This is an optimization exercise on Yosys and OpenROAD, whose aim is small area, a short achievable clock period and few clock cycles, not a production implementation. Power and IR drop assume default switching activity.

run B:
==> module Top_lvl, before the edit <==
module Top_lvl (clk,start,mem_addr,mem_data,MIN_WEIGHT,MIN_PATH_NODES,donee);
input clk,start;
output [17:0] mem_addr;
input [17:0] mem_data;
output [14:0] MIN_WEIGHT;
output [17:0] MIN_PATH_NODES;  
output reg donee;
localparam V0=3'd0, V1=3'd1, V2=3'd2, WK=3'd3, DN=3'd4, FIN=3'd5;
reg [2:0] st;
reg [3:0] d;             
reg [17:0] x;            
reg [14:0] wcur;         
reg [14:0] bud;          
reg [14:0] wmin;         
reg [17:0] best;         
reg [3:0] bd;            
reg [3:0] oc;            
reg [2:0] T;             
reg tv;                  
reg [17:0] S [1:7];      
reg [1:0]  R [1:7];      
reg [14:0] W [1:7];      
reg tv2;
reg [2:0] T2;
integer l;
always @* begin
  tv2 = 1'b0; T2 = 3'd1;
  for (l = 1; l <= 7; l = l + 1)
    if (l < T && R[l] != 2'd0) begin tv2 = 1'b1; T2 = l; end
end
wire [2:0] bdm1 = bd[2:0] - 3'd1;       
wire [2:0] ridx = donee ? oc[2:0] - 3'd1 : T;
wire [17:0] sr = S[ridx];
wire [1:0] RT = R[T];
wire [17:0] nx1 = sr + 18'd1;           
wire [17:0] xk = x + {16'd0, 1'b1, st == V2};    
wire [17:0] best1 = best + 18'd1;       
wire [11:0] w = mem_data[11:0];
wire [2:0] nc = mem_data[2:0];
wire prune = (bud[14:12] == 3'd0) && (w >= bud[11:0]);
wire [14:0] wsum = wcur + {3'b000, w};
wire end1 = prune || d[3];              
wire end2 = (nc == 3'd0);
wire v1 = (st == V1), v2 = (st == V2);
wire fin = (v1 && end1) || (v2 && end2);    
wire leaf = fin && !(v1 && prune);          
wire over = (fin && !tv && !leaf) || (st == FIN);    
reg [17:0] addr;
always @* begin
  if (st == V0) addr = mem_data;
  else if (st == WK) addr = mem_data + 18'd1;
  else if (!(v1 || v2) || fin) addr = tv ? nx1 : best1;
  else addr = xk;
end
assign mem_addr = start ? 18'd0 : addr;
assign MIN_WEIGHT = wmin;
assign MIN_PATH_NODES = (oc == 4'd1) ? 18'd0 : (oc > bd) ? 18'h3FFFF : sr;
reg sw, rw, ww;
reg [2:0] si;
reg [17:0] sd;
reg [1:0] rd;
always @* begin
  sw = 1'b0; rw = 1'b0; ww = 1'b0; si = d[2:0]; sd = xk; rd = nc[1:0] - 2'd1;
  if (v2 && !end2) begin sw = 1'b1; rw = 1'b1; ww = 1'b1; end
  if (fin && tv) begin sw = 1'b1; rw = 1'b1; si = T; sd = nx1; rd = RT - 2'd1; end
  if (over) begin sw = (bd >= 4'd2); si = bdm1; sd = best; end
  if (st == WK) begin sw = 1'b1; si = d[2:0] - 3'd1; sd = mem_data; end
end
always @(posedge clk) begin
  if (sw) S[si] <= sd;
  if (rw) R[si] <= rd;
  if (ww) W[si] <= wcur;
end
always @(posedge clk) begin
  if (start) begin
    st <= V1; d <= 4'd1; x <= 18'd0; wcur <= 15'd0;
    bud <= 15'h7FFF; wmin <= 15'h7FFF; donee <= 1'b0; tv <= 1'b0;
  end else begin
    case (st)
      V0: begin
        x <= mem_data;
        bud <= wmin - wcur;
        st <= V1;
      end
      V1: begin
        wcur <= wsum;
        if (!end1) st <= V2;
      end
      V2: if (!end2) begin
        d <= d + 4'd1;
        st <= V0;
        if (nc[2:1] != 2'b00) begin T <= d[2:0]; tv <= 1'b1; end
      end
      WK: begin
        d <= d - 4'd1;
        if (d == 4'd3) begin donee <= 1'b1; oc <= 4'd1; end
        if (d == 4'd2) begin st <= DN; oc <= 4'd2; end
      end
      DN: if (oc <= 4'd8) oc <= oc + 4'd1;
      default: ;
    endcase
    if (leaf) begin wmin <= v1 ? wsum : wcur; best <= x; bd <= d; end
    if (fin) begin
      if (tv) begin
        d <= {1'b0, T} + 4'd1;
        wcur <= W[T];
        st <= V0;
        if (RT == 2'd1) begin T <= T2; tv <= tv2; end
      end else if (leaf) st <= FIN;
    end
    if (over) begin
      d <= bd - 4'd1;
      if (bd >= 4'd3) begin
        st <= WK;
        if (bd == 4'd3) begin donee <= 1'b1; oc <= 4'd1; end
      end else begin
        st <= DN; donee <= 1'b1; oc <= 4'd1;
      end
    end
  end
end
endmodule  
clock: 7.5 ns
lec_check: 0
cap_margin: 20
core_margin: 2
core_utilization: 40
setup_slack_margin: 3.0
slew_margin: 20
run.sh (not shown) runs the stock make flow with config.mk's settings and CLKGATE_MAP_FILE= SYNTH_SCRIPT=/design/flow/synth_recipe.tcl, a recipe that flattens the netlist after the stock synthesis.
For run C, these inputs were changed with respect to run B:
diff --git a/flow/design.v b/flow/design.v
--- a/flow/design.v
+++ b/flow/design.v
@@ -14,8 +14,9 @@
 reg [14:0] wmin;         
 reg [17:0] best;         
 reg [3:0] bd;            
 reg [3:0] oc;            
+reg [17:0] nx;           
 reg [2:0] T;             
 reg tv;                  
 reg [17:0] S [1:7];      
 reg [1:0]  R [1:7];      
@@ -28,12 +29,12 @@
   for (l = 1; l <= 7; l = l + 1)
     if (l < T && R[l] != 2'd0) begin tv2 = 1'b1; T2 = l; end
 end
 wire [2:0] bdm1 = bd[2:0] - 3'd1;       
-wire [2:0] ridx = donee ? oc[2:0] - 3'd1 : T;
+wire [2:0] ridx = donee ? oc[2:0] - 3'd1 : T2;
 wire [17:0] sr = S[ridx];
 wire [1:0] RT = R[T];
-wire [17:0] nx1 = sr + 18'd1;           
+wire [17:0] nx1 = nx + 18'd1;           
 wire [17:0] xk = x + {16'd0, 1'b1, st == V2};    
 wire [17:0] best1 = best + 18'd1;       
 wire [11:0] w = mem_data[11:0];
 wire [2:0] nc = mem_data[2:0];
@@ -88,9 +89,9 @@
       end
       V2: if (!end2) begin
         d <= d + 4'd1;
         st <= V0;
-        if (nc[2:1] != 2'b00) begin T <= d[2:0]; tv <= 1'b1; end
+        if (nc[2:1] != 2'b00) begin nx <= xk; T <= d[2:0]; tv <= 1'b1; end
       end
       WK: begin
         d <= d - 4'd1;
         if (d == 4'd3) begin donee <= 1'b1; oc <= 4'd1; end
@@ -104,9 +105,10 @@
       if (tv) begin
         d <= {1'b0, T} + 4'd1;
         wcur <= W[T];
         st <= V0;
-        if (RT == 2'd1) begin T <= T2; tv <= tv2; end
+        if (RT == 2'd1) begin nx <= sr; T <= T2; tv <= tv2; end
+        else nx <= nx1;
       end else if (leaf) st <= FIN;
     end
     if (over) begin
       d <= bd - 4'd1;
==> notes.md <==
- Of run C and run B, run C shows the higher met1 track demand over resource in global routing, with run B below it.
- Compared with run B, run C shows a slack of the critical path that is 0.12 ns higher.
- Of run C and run B, the run reporting the lower full die area was run B.
- Between run C and run B, the worst-case headroom to the max-slew limit is higher for run C.
- The uppermost metal layer occupied by signal nets comes out met5 in one run and met4 in the other, namely in run B and run C respectively.
- Switching share of power: run B vs run C, no meaningful difference
No functional check of the RTL was part of any run of this note.

-- static timing again, ports no longer ideal --
How much do the figures lean on ideal ports? The routed layouts below were timed once more, with nothing changed but the port constraints.
Step 1 sets driving cells, clkbuf_16 on the clock port and buf_2 on the other inputs (assumed; they add their load-dependent delay and slew).
Step 2 adds t to the input delays and takes it off the output delays; t is the mean of the earliest and latest rising clock arrival at the registers after step 1. Input paths then give back, and output paths get back, about the clock's delay inside the block.
Slacks: ideal ports / drivers / drivers and shift; pairs: ideal ports / drivers.
| run | t, ns | slack for setup (ns) | worst hold slack (ns) |
|---|---|---|---|
| run B | 0.619 | 2.020 / 1.959 / 2.111 | 0.468 / 0.468 / 0.468 |
| run C | 0.615 | 2.140 / 2.109 / 2.109 | 0.475 / 0.475 / 0.475 |
After both steps every run listed still meets setup and hold. The setup slack of run C, which loses most, moves by -0.031 ns with the drivers and by -0.031 ns with both steps.
